From an optimization exercise on the open Yosys and OpenROAD flow, aimed at small area, a short achievable clock period and few clock cycles per item; shortcuts taken in it are not production practice.
RTL that was checked went through simulation tests only; none was proved equivalent to the original.
The RTL of run 2 was laid out without a check of its function.

<file path="design/flow/constraint.sdc">
create_clock -name core_clock -period 12.0 [get_ports {clk}]
set_input_delay 2.4000 -clock core_clock [delete_from_list [all_inputs] [get_ports {clk}]]
set_output_delay 2.4000 -clock core_clock [all_outputs]
set_load 0.01 [all_outputs]
</file>
<file path="design/flow/config.mk">
export PLATFORM = sky130hd
export DESIGN_NAME = mmm
export DESIGN_NICKNAME = mmm
export VERILOG_FILES = /design/flow/design.v
export SDC_FILE = /design/flow/constraint.sdc
export NUM_CORES = 4
export LEC_CHECK = 0
export CAP_MARGIN = 20
export CORE_MARGIN = 2
export CORE_UTILIZATION = 35
export SETUP_SLACK_MARGIN = 0.3
export SLEW_MARGIN = 20
</file>
<file path="design/flow/run.sh">
#!/bin/bash
# synth_recipe.tcl (not shown) runs the flow's synth.tcl, then flattens the netlist and writes it again
# the make line also repeats each setting of config.mk as NAME=value (left out here)
make -C /OpenROAD-flow-scripts/flow DESIGN_CONFIG=/design/flow/config.mk WORK_HOME=/design/flow/orfs CLKGATE_MAP_FILE= SYNTH_SCRIPT=/design/flow/synth_recipe.tcl finish
</file>
<file path="design/flow/design.v">
module mmm_control #(
   parameter integer N = 32,
   parameter integer K = 1,
   parameter integer F = 4
) (
   input wire clk,
   input wire rn,
   input wire start,
   output wire iter,
   output wire fin,
   output wire sel,
   output wire [1:0] fcnt,
   output wire ready
);
localparam integer STEPS = N / K;
localparam integer CNT_SIZE = $clog2(STEPS);
reg [CNT_SIZE-1:0] cnt;
reg i_iter;
reg i_fin;
reg i_sel;
reg i_ready;
wire done_iter = i_iter & (cnt == (STEPS-1));
wire done_fin = i_fin & (cnt[1:0] == (F-1));
always @(posedge clk, negedge rn) begin
   if (!rn) cnt <= 0;
   else if (start | done_iter) cnt <= 0;
   else cnt <= cnt + 1;
end
assign fcnt = cnt[1:0];
always @(posedge clk, negedge rn) begin
   if (!rn) begin
      i_iter <= 1'b0;
      i_fin <= 1'b0;
      i_sel <= 1'b0;
      i_ready <= 1'b0;
   end else begin
      i_iter <= start | (i_iter & ~done_iter);
      i_fin <= ~start & (done_iter | (i_fin & ~done_fin));
      i_sel <= ~start & done_fin;
      i_ready <= ~start & i_sel;
   end
end
assign iter = i_iter;
assign fin = i_fin;
assign sel = i_sel;
assign ready = i_ready;
endmodule
module mmm_iteration #(
   parameter integer N = 32,
   parameter integer K = 4
) (
   input wire [K-1:0] a,
   input wire [N-1:0] b,
   input wire [N-1:0] n,
   input wire [N:0] s_ps,
   input wire [N:0] c_ps,
   input wire ci_ps,
   output wire [N:0] s_ns,
   output wire [N:0] c_ns,
   output wire ci_ns
);
localparam integer TW = N + 5;
wire [3:0] lo = s_ps[3:0] + c_ps[3:0] + ci_ps + (a[0] ? b[3:0] : 4'd0) + (a[1] ? {b[2:0], 1'b0} : 4'd0)
              + (a[2] ? {b[1:0], 2'b00} : 4'd0) + (a[3] ? {b[0], 3'b000} : 4'd0);
wire q0 = lo[0];
wire [3:0] lo1 = lo + (q0 ? n[3:0] : 4'd0);
wire q1 = lo1[1];
wire [3:0] lo2 = lo1 + (q1 ? {n[2:0], 1'b0} : 4'd0);
wire q2 = lo2[2];
wire [3:0] lo3 = lo2 + (q2 ? {n[1:0], 2'b00} : 4'd0);
wire q3 = lo3[3];
wire [TW-1:0] r0 = {{(TW-N-1){1'b0}}, s_ps};
wire [TW-1:0] r1 = {{(TW-N-1){1'b0}}, c_ps};
wire [TW-1:0] p0 = {{(TW-N){1'b0}}, b & {N{a[0]}}};
wire [TW-1:0] p1 = {{(TW-N-1){1'b0}}, b & {N{a[1]}}, ci_ps};
wire [TW-1:0] p2 = {{(TW-N-2){1'b0}}, b & {N{a[2]}}, 2'b0};
wire [TW-1:0] p3 = {{(TW-N-3){1'b0}}, b & {N{a[3]}}, 3'b0};
wire [TW-1:0] m0 = {{(TW-N){1'b0}}, n & {N{q0}}};
wire [TW-1:0] m1 = {{(TW-N-1){1'b0}}, n & {N{q1}}, 1'b0};
wire [TW-1:0] m2 = {{(TW-N-2){1'b0}}, n & {N{q2}}, 2'b0};
wire [TW-1:0] m3 = {{(TW-N-3){1'b0}}, n & {N{q3}}, 3'b0};
   wire [TW-1:0] s1 = r0 ^ r1 ^ p0; 
   wire [TW-1:0] c1 = {((r0 & r1) | (r0 & p0) | (r1 & p0)), 1'b0};
   wire [TW-1:0] s2 = p1 ^ p2 ^ p3; 
   wire [TW-1:0] c2 = {((p1 & p2) | (p1 & p3) | (p2 & p3)), 1'b0};
   wire [TW-1:0] s3 = s1 ^ c1 ^ s2; 
   wire [TW-1:0] c3 = {((s1 & c1) | (s1 & s2) | (c1 & s2)), 1'b0};
   wire [TW-1:0] s4 = s3 ^ c3 ^ c2; 
   wire [TW-1:0] c4 = {((s3 & c3) | (s3 & c2) | (c3 & c2)), 1'b0};
   wire [TW-1:0] s5 = m0 ^ m1 ^ m2; 
   wire [TW-1:0] c5 = {((m0 & m1) | (m0 & m2) | (m1 & m2)), 1'b0};
   wire [TW-1:0] s6 = s4 ^ c4 ^ m3; 
   wire [TW-1:0] c6 = {((s4 & c4) | (s4 & m3) | (c4 & m3)), 1'b0};
   wire [TW-1:0] s7 = s6 ^ c6 ^ s5; 
   wire [TW-1:0] c7 = {((s6 & c6) | (s6 & s5) | (c6 & s5)), 1'b0};
   wire [TW-1:0] s8 = s7 ^ c7 ^ c5; 
   wire [TW-1:0] c8 = {((s7 & c7) | (s7 & c5) | (c7 & c5)), 1'b0};
assign s_ns = s8[N+4:4];
assign c_ns = c8[N+4:4];
assign ci_ns = |{s8[3:0], c8[3:0]};
endmodule
module mmm #(
   parameter integer N = 256,
   parameter integer K = 4,
   parameter integer F = 4
) (
   input wire clk,
   input wire rn,
   input wire start,
   input wire [N-1:0] a,
   input wire [N-1:0] b,
   input wire [N-1:0] n,
   output wire ready,
   output wire [N-1:0] y
);
localparam integer W = (N + 1 + F - 1) / F;   
localparam integer SW = W * F;                
wire iter;
wire fin;
wire sel;
wire [1:0] fcnt;
reg [N-1:0] a_reg;
reg [N-1:0] b_reg;
reg [N-1:0] n_reg;
reg [SW-1:0] s_reg;
reg [SW-1:0] c_reg;
reg [W-1:0] nc_reg;
reg ct_reg;
reg cy_reg;
reg cd_reg;
wire ci_ns;
wire [N:0] s_ns;
wire [N:0] c_ns;
mmm_control #(
   .N(N),
   .K(K),
   .F(F)
) u_ctrl (
   .clk(clk),
   .rn(rn),
   .start(start),
   .iter(iter),
   .fin(fin),
   .sel(sel),
   .fcnt(fcnt),
   .ready(ready)
);
mmm_iteration #(
   .N(N),
   .K(K)
) u_it (
   .a(a_reg[K-1:0]),
   .b(b_reg),
   .n(n_reg),
   .s_ps(s_reg[N:0]),
   .c_ps(c_reg[N:0]),
   .ci_ps(ct_reg),
   .s_ns(s_ns),
   .c_ns(c_ns),
   .ci_ns(ci_ns)
);
always @(posedge clk) n_reg <= n;
always @(posedge clk) begin
   if (start) a_reg <= a;
   else a_reg <= a_reg >> K;
end
always @(posedge clk) begin
   if (start) b_reg <= b;
end
wire [SW-1:0] n_ext = {{(SW-N){1'b0}}, n_reg};
wire [W-1:0] n_chunk = n_ext[fcnt*W +: W];
wire [W:0] t_c = s_reg[W-1:0] + c_reg[W-1:0] + ct_reg;
wire [W-1:0] d_x = s_reg[W-1:0] ^ c_reg[W-1:0] ^ ~n_chunk;
wire [W-1:0] d_y = (s_reg[W-1:0] & c_reg[W-1:0]) | (s_reg[W-1:0] & ~n_chunk) | (c_reg[W-1:0] & ~n_chunk);
wire [W:0] d_c = {1'b0, d_x} + {1'b0, d_y[W-2:0], cy_reg} + cd_reg;
always @(posedge clk) begin
   if (start) begin
      ct_reg <= 1'b0;
      cy_reg <= 1'b0;
      cd_reg <= 1'b1;
   end else if (fin) begin
      ct_reg <= t_c[W];
      cy_reg <= d_y[W-1];
      cd_reg <= d_c[W];
   end else if (!sel) begin
      ct_reg <= ci_ns;
      cy_reg <= ci_ns;
      cd_reg <= 1'b1;
   end
end
always @(posedge clk) begin
   if (start) begin
      s_reg <= 0;
      c_reg <= 0;
   end else if (fin) begin
      s_reg <= {t_c[W-1:0], s_reg[SW-1:W]};
      c_reg <= {d_c[W-1:0], c_reg[SW-1:W]};
   end else if (sel) begin
      if (cd_reg | cy_reg) s_reg <= c_reg;
   end else begin
      s_reg <= {{(SW-N-1){1'b0}}, s_ns};
      c_reg <= {{(SW-N-1){1'b0}}, c_ns};
   end
end
assign y = s_reg[N-1:0];
endmodule
</file>
==> results of run 1 <==
[stage by stage]
step | util [%] | worst slack (ns)
6_report | 40.58 | 3.207
5_1_grt | 40.57 | 2.869
4_1_cts | 40.57 | 3.333
3_5_place_dp | 38.85 | 3.350
3_3_place_gp | 38.85 | 3.386
2_1_floorplan | - | 4.496
[Yosys cell counts (256+ instances only)]
master    number  area share (%)
nor2b_1      283             1.5
mux2_2       258             2.4
dfxtp_1     1035              17
mux2i_1      415             3.5
edfxtp_1     256             6.4
inv_1       1964             6.1
nor2_1       528             1.6
clkbuf_1     547             1.7
buf_4        256             1.6
a21oi_1      614             2.6
o21ai_0      292             1.2
fa_1        2117              35
and2_1      1521             7.9
nand2_1     1053             3.3
[final timing paths]
path / cells past startpoint / slack, ns / to
worst min-delay path: 1 / 0.41 / a_reg[94]$_DFF_P_
min in group asynchronous: 1 / 1.89 / u_ctrl.i_fin$_DFF_PN0_
worst max register to register: 25 / 3.21 / s_reg[154]$_SDFFE_PP0P_
max in group asynchronous: 1 / 9.66 / u_ctrl.i_sel$_DFF_PN0_
worst min register to register: 1 / 0.41 / a_reg[94]$_DFF_P_
worst max-delay path: 25 / 3.21 / s_reg[154]$_SDFFE_PP0P_
[worst register-to-register path, delay by kind of cell, from the launching register on]
| family | cells | cell delay (ns) |
|---|---|---|
| muxes | 1 | 0.06 |
| adders and majority gates | 8 | 4.97 |
| DFF | 1 | 0.43 |
| buffers and inverters | 5 | 0.70 |
| and+or+nand+nor | 5 | 1.42 |
| AOI/OAI and AO/OA | 2 | 0.35 |
| xor gates and xnor gates | 4 | 0.84 |
[final cells by class]
class | count | area, um^2
Fill cell | 33730 | 203500
Inverter | 1964 | 7375
Tap cell | 4557 | 5702
Sequential cell | 1301 | 28690
Multi-Input combinational cell | 8034 | 80130
Clock buffer | 232 | 4932
Clock inverter | 86 | 930.9
Antenna cell | 19 | 47.55
Timing Repair Buffer | 1121 | 11170
[kinds of logic (layout without fill, tap and decap cells)]
group           after synthesis  count (layout)
simple gates               3565            3565
buf+inv                    2826            3403
fa+ha+maj                  2273            2273
compound gates             1325            1325
flops                      1301            1301
mux                         734             734
xor+xnor                    137             137
other cells                   0              19
[layer usage]
metal | global-route usage (%) | part of all wire, % | vias to the layer above
met2 | 42.13 | 48 | 3309
met3 | 4.613 | 7.3 | 738
met4 | 9.558 | 4.4 | 24
met1 | 32.04 | 40 | 45430
met5 | 0 | 0.034 | -
li1 | - | - | 38130
==> summary.txt, run 1 <==
Floorplanning
  • Starting Density: between 30% and 40%
  • Core ar.: 0.3424 mm^2
  • Die height: around 590 um
  • Row Count: 215
  • Die Wd: 590.2 um
  • I/O pin total: approximately 1,000
  • Die area: 0.3484 mm^2

Drt
  • ANT nets after route: 0
  • Via count: roughly 88,000
  • Starting DRT DRC Count: just over 6,000
  • Routed length per placed instance: 25.33 um
  • Drt drc: 0
  • Total length of routed wires: 438,500 um
  • Vias per inst: between 5 and 6
  • Drt pass-1 iters: 5

Synthesis
  • Post-synth EDFFs: about 260
  • Cells after Synth: around 12,000
  • Largest family of logic cells by synthesized area: adder cells
  • Syn avg cell area: 9.891 um^2
  • Seq/Total Area, Yosys: 23.83%
  • Post-synthesis adder-cell area fraction: around 37%
  • Fraction of synthesized cell area in xor and xnor cells: less than 1%
  • Post-synthesis compound-gate area fraction: ~6.5%
  • Main flop type after synthesis: dfxtp_1
  • Yosys Warn Count: 2
  • Cell variety after synth: 75
  • Mapped cell area: 0.1203 mm^2
  • Async SR Flop Fraction: less than 1%
  • Seq cells post-synth: about 1,300
  • Simple-gate portion of the synthesized area: approximately 15%
  • Multiplexer share of the synthesized area: between 7 and 8%
  • Syn nets: 15,210

CTS
  • CTS tree: done
  • CTS max path bufs: 4
  • Setup bufs post-CTS: 0
  • Num CTS Buffers: approximately 170
  • Clock tree sinks: 1,301
  • # hold bufs at CTS: 0
  • Clock latency at the later pin of the worst-skew pair: between 0.9 and 1 ns
  • Post-CTS sizing: 0
  • H-Tree Depth: 4
  • Clock transition at path regs: roughly 0.070 ns
  • Clock Root Buffer: clkbuf_16

Placed design
  • Gpl congestion: between 0.9 and 1
  • I/O Buffers: 1,027
  • Dpl cells: between 15,000 and 20,000
  • Area after DPL: around 0.13 mm^2
  • DPL Wire Length: roughly 340,000 um

Global route
  • Vias in the first global route: 93,070
  • Gr ovfl total: 0
  • Initial antenna violation count: 47
  • Largest net degree at the start of global routing: 180
  • Total Routing Usage GR: 25.09%
  • First-pass GRT wire length: between 600,000 and 700,000 um

Timing
  • Pins Over Slew Limit: 0
  • Final min period: between 8 and 9 ns
  • Final setup skew: 0.08769 ns
  • Worst relative slew slack: approximately 16%
  • Worst-Margin Slew: 1.256 ns
  • Final setup vio count: 0
  • RSZ-0062 raised after global routing: false
  • Final setup TNS: 0 ns
  • Crit share post-route: between 70% and 80%
  • Worst Hold Slack: 0.4118 ns
  • Maximum clock rate: 113.7 MHz
  • Hold Vio Cnt, Final: 0

Setup path
  • Most frequent CP cell: fa_1
  • Critical path arrival: approximately 9.6 ns
  • Crit. End Element: flip-flop
  • Max Fanout on Critical Path: between 100 and 150
  • CP max stage cell: fa_4
  • CP Launch Point: b_reg[0]$_DFFE_PP_
  • Startpoint types: flip-flop
  • Reg2reg start: b_reg[0]$_DFFE_PP_
  • CP max stage delay: ~1.1 ns
  • Crit Path Class: reg2reg
  • WP data required: ~13 ns
  • Buf/Inv on CP: 5
  • Worst path top cell family by delay: adder cells

Final layout
  • Count of non-filler cells in the finished layout: around 17,000
  • Share of cells above drive strength 1: under 10%
  • Commonest cells after routing, fill and taps aside: 2,115 x fa_1, 1,962 x inv_1, 1,521 x and2_1, 1,052 x nand2_1, 1,031 x dfxtp_1
  • Area growth from synthesis to layout: 15.54%
  • Commonest non-fill, non-tap cell in the layout: fa_1
  • Final nets: ~16,000
  • Final Cell Area: approximately 0.14 mm^2

Min path
  • Hold Path Class: reg2reg
  • Hold Startpoint: a_reg[98]$_DFF_P_

Job
  • Max Cap Violations: 0

Run status
  • Status: timing/DRC/antenna clean
Testbench counts, summed over its fixed seeds: cycles 17,944, items 256.
==> run 2: changes to the inputs <==
==> design/flow/design.v (replaced) <==
module mmm_control #(
   parameter integer N = 32
) (
   input wire clk,
   input wire rn,
   input wire start,
   output wire active,  
   output wire ready
);
localparam integer CNT_SIZE = $clog2(N);
reg [CNT_SIZE-1:0] cnt;
wire done;
reg i_active;
reg i_ready;
always @(posedge clk, negedge rn) begin
   if (!rn) cnt <= 0;
   else if (start) cnt <= 0;
   else if (active) cnt <= cnt + 1;
end
assign done = (cnt == (N-1));
always @(posedge clk, negedge rn) begin
   if (!rn) i_active <= 1'b0;
   else if (start) i_active <= 1'b1;
   else if (done) i_active <= 1'b0;
end
assign active = i_active;
always @(posedge clk, negedge rn) begin
   if (!rn) i_ready <= 1'b0;
   else i_ready <= done;
end
assign ready = i_ready;
endmodule
module mmm_iteration #(
   parameter integer N = 32
) (
   input wire [N-1:0] a,
   input wire [N-1:0] b,
   input wire [N-1:0] n,
   input wire [N:0] s_ps,
   output wire [N:0] s_ns,
   output wire [N-1:0] y
);
wire [N+1:0] p;
wire q;
wire [N+1:0] t;
wire [N:0] d;
assign p = (s_ps + a[0]*b) % 2;
assign q = p[0];
assign t = (s_ps + q*n + a[0]*b) / 2;
assign d = ((s_ps >= n) ? (s_ps - n) : s_ps);
assign s_ns = t[N:0];
assign y = d[N-1:0];
endmodule
module mmm #(
   parameter integer N = 256
) (
   input wire clk,
   input wire rn,
   input wire start,
   input wire [N-1:0] a,
   input wire [N-1:0] b,
   input wire [N-1:0] n,
   output wire ready,
   output wire [N-1:0] y
);
wire active;
reg [N-1:0] a_reg;
reg [N-1:0] b_reg;
reg [N:0] s_reg;
wire [N:0] mmm_s_ns;
mmm_control #(
   .N(N)
) u_ctrl (
   .clk(clk),
   .rn(rn),
   .start(start),
   .active(active),
   .ready(ready)
);
mmm_iteration #(
   .N(N)
) u_it (
   .a(a_reg),
   .b(b_reg),
   .n(n),
   .s_ps(s_reg),
   .s_ns(mmm_s_ns),
   .y(y)
);
always @(posedge clk, negedge rn) begin
   if (!rn) a_reg <= 0;
   else if (start) a_reg <= a;
   else if (active) a_reg <= a_reg >> 1;
end
always @(posedge clk, negedge rn) begin
   if (!rn) b_reg <= 0;
   else if (start) b_reg <= b;
end
always @(posedge clk, negedge rn) begin
   if (!rn) s_reg <= 0;
   else if (start) s_reg <= 0;
   else if (active) s_reg <= mmm_s_ns;
end
endmodule
==> summary.txt, run 2 <==
Run status
  • Status: timing/DRC/antenna clean

Synthesis
  • Post-synth top cells: 1,553 x nand2_1, 1,210 x inv_1, 1,143 x a21oi_1
  • Seq cells post-synth: roughly 780
  • Yosys Warn Count: 2
  • Most frequent cell after synthesis: nand2_1
  • Cell variety after synth: ~100
  • Post-synth EDFFs: 0
  • Top cell type's share of synthesized area: 23.66%
  • Area contributors post-synth: dfrtp_1 24%, ha_1 7.8%, nand2_1 7.1%
  • Main flop type after synthesis: dfrtp_1
  • Syn nets: ~13,000
  • Seq/Total Area, Yosys: 23.66%
  • Mapped cell area: just over 0.08 mm^2
  • Cells after Synth: 10,980
  • Async SR Flop Fraction: between 90% and 100%
  • Syn avg cell area: between 7 and 8 um^2
  • Cell taking the most area after synthesis: dfrtp_1

CTS
  • CTS tree: done
  • Clock Root Buffer: clkbuf_16
  • CTS max path bufs: 3
  • Clock transition at path regs: ~0.060 ns
  • Clock latency at the later pin of the worst-skew pair: between 0.8 and 0.9 ns
  • Clock tree sinks: 779
  • Setup bufs post-CTS: 0
  • Num CTS Buffers: 102
  • H-Tree Depth: 3

Global route
  • Initial antenna violation count: 60
  • Total Routing Usage GR: between 30% and 40%
  • Vias in the first global route: roughly 86,000
  • First-pass GRT wire length: between 600,000 and 700,000 um
  • Largest net degree at the start of global routing: 217
  • Gr ovfl total: 0

Setup path
  • CP Launch Point: n[2]
  • Critical path arrival: 9.17 ns
  • Crit Path Class: in2out
  • Startpoint types: primary input
  • WP data required: ~9.6 ns
  • FF-to-FF End: s_reg[226]$_DFFE_PN0P_
  • Worst-case reg-to-reg path depth: 23
  • Reg2reg start: a_reg[0]$_DFFE_PN0P_
  • Crit. End Element: output pin
  • Reg-to-reg setup timing slack: between 2 and 2.5 ns
  • Max Fanout on Critical Path: 5

Drt
  • Total length of routed wires: between 400,000 and 500,000 um
  • Starting DRT DRC Count: just over 8,000
  • Met2 WL: ~210,000 um
  • Vias per inst: 5.820
  • Met3 WL: 34,880 um
  • Wire length on met1: 194,800 um
  • Via count: 87,200
  • Max Used Layer: met5
  • Drt drc: 0
  • ANT nets after route: 0
  • Routed length per placed instance: about 32 um
  • Drt pass-1 iters: 8

Final layout
  • Count of non-filler cells in the finished layout: 14,980
  • Commonest non-fill, non-tap cell in the layout: nand2_1
  • Area growth from synthesis to layout: 20.71%
  • Max reg flops: between 200 and 300
  • Commonest cells after routing, fill and taps aside: 1,553 x nand2_1, 1,209 x inv_1, 1,141 x a21oi_1, 1,019 x clkdlybuf4s50_1, 941 x o21ai_0
  • Final nets: approximately 13,000
  • Share of cells above drive strength 1: 6.442%
  • Final Cell Area: a little under 0.1 mm^2

Timing
  • Maximum clock rate: a little under 90 MHz
  • Final min period: approximately 12 ns
  • Pins Over Slew Limit: 0
  • Worst relative slew slack: 17.03%
  • Final setup TNS: 0 ns
  • Hold Vio Cnt, Final: 0
  • Crit share post-route: between 90% and 100%
  • Worst-Margin Slew: approximately 1.2 ns
  • Final setup vio count: 0
  • Final setup skew: ~0.061 ns
  • RSZ-0062 raised after global routing: true

Placed design
  • I/O Buffers: 1,027
  • Gpl congestion: around 1.1
  • Area after DPL: roughly 0.096 mm^2
  • DPL Wire Length: just over 400,000 um
  • Dpl cells: between 10,000 and 15,000

Floorplanning
  • Starting Density: a little over a third
  • Row Count: ~180
  • Die height: between 400 and 500 um
  • Die Wd: just under 500 um
  • Core ar.: 0.2347 mm^2
  • I/O pin total: slightly above 1,000
  • Die area: 0.2393 mm^2

Min path
  • Min-Delay Endpoint: b_reg[179]$_DFFE_PN0P_
  • Cell depth of the worst hold path: 1
  • Hold Path Class: reg2reg
  • Hold Startpoint: b_reg[179]$_DFFE_PN0P_

Job
  • Max Cap Violations: 0
[run 2: routing by layer]
layer	GRT usage [%]	up-vias
met1	48.67	42940
met3	6.952	916
met4	24.05	38
met2	61.35	4064
li1	-	39250
met5	0.3019	-
[run 2: cells by family (layout without fill, tap and decap cells)]
family          after synthesis  after routing  share of synthesized area [%]
compound gates             3146           3146                          22.62
mux                         633            633                          8.084
simple gates               3337           3337                          17.69
other cells                   0             37                              0
fa+ha+maj                   771            771                          14.05
xor+xnor                    505            505                          5.369
flops                       779            779                          23.66
buf+inv                    1813           2626                          8.520
[run 2: worst max-delay path, cell delays in order]
cell and delay [ns]:
clkdlybuf4s50_1 0.59, inv_1 0.07, ha_1 0.38, nor2b_1 0.18, o31a_1 0.30, o31ai_1 0.42
buf_4 0.22, a21boi_1 0.18, o311a_1 0.40, o211ai_2 0.39, nand3b_1 0.33, a21oi_2 0.48
o221ai_1 0.31, a21oi_1 0.53, o31ai_1 0.12, buf_4 0.20, a31oi_1 0.30, o311ai_0 0.19
xnor2_1 0.47, o21ai_0 0.17, clkdlybuf4s50_1 0.51
[run 2: how the worst max path moves through the flow]
stage	slack (ns)	endpoint	depth (start not counted)
2_1_floorplan	3.62	y[234]	17
6_report	0.43	y[166]	21
4_1_cts	0.37	y[166]	21
3_5_place_dp	0.40	y[166]	21
3_3_place_gp	0.34	y[166]	21
5_1_grt	0.30	y[166]	21
[run 2: timing repair]
action / in CTS / in global routing
resized for setup: 0 / 4
endpoints found under the setup margin: 0 / 8
hold buffers: 0 / 0
[run 2: per-stage QoR]
stage                     setup slack (ns)  hold WS [ns]  utilization, %
after floorplan                      3.621        0.4721               -
after global placement              0.3408        0.4899           40.87
after detailed placement            0.3976        0.4958           40.88
after CTS                           0.3672        0.5091           42.32
after global routing                0.2956        0.5181           42.34
final                               0.4281        0.5076           42.36
[run 2: final cells by class]
cell class,instances,area (um^2)
Timing Repair Buffer,1237,12010
Clock inverter,42,521.8
Antenna cell,37,92.59
Inverter,1210,4542
Fill cell,24350,135300
Clock buffer,137,2844
Sequential cell,779,19500
Multi-Input combinational cell,8392,55990
Tap cell,3150,3941

## what the ideal ports hide
In the flow no input, the clock included, has a driving cell. The finished layouts below were timed again as built, in two steps. Step 1: set_driving_cell puts a clkbuf_16 on clk and a buf_2 on each other input, an assumption about the parent block. Step 2 also shifts input and output timing later by t, the mid clock arrival at the registers, as if the neighbouring blocks saw the same clock. a / b / c = ideal / step 1 / step 2; a / b = the first two.
| run | shift t [ns] | setup slack, ns | hold WS [ns] |
|---|---|---|---|
| run 1 | 0.991 | 3.207 / 3.207 / 3.207 | 0.412 / 0.412 / 0.412 |
| run 2 | 0.880 | 0.428 / 0.388 / 0.388 | 0.508 / 0.508 / 0.508 |
After both steps setup and hold are still met in every run listed. The setup slack of run 2, which loses most, moves by -0.040 ns with the drivers and by -0.040 ns with both steps.
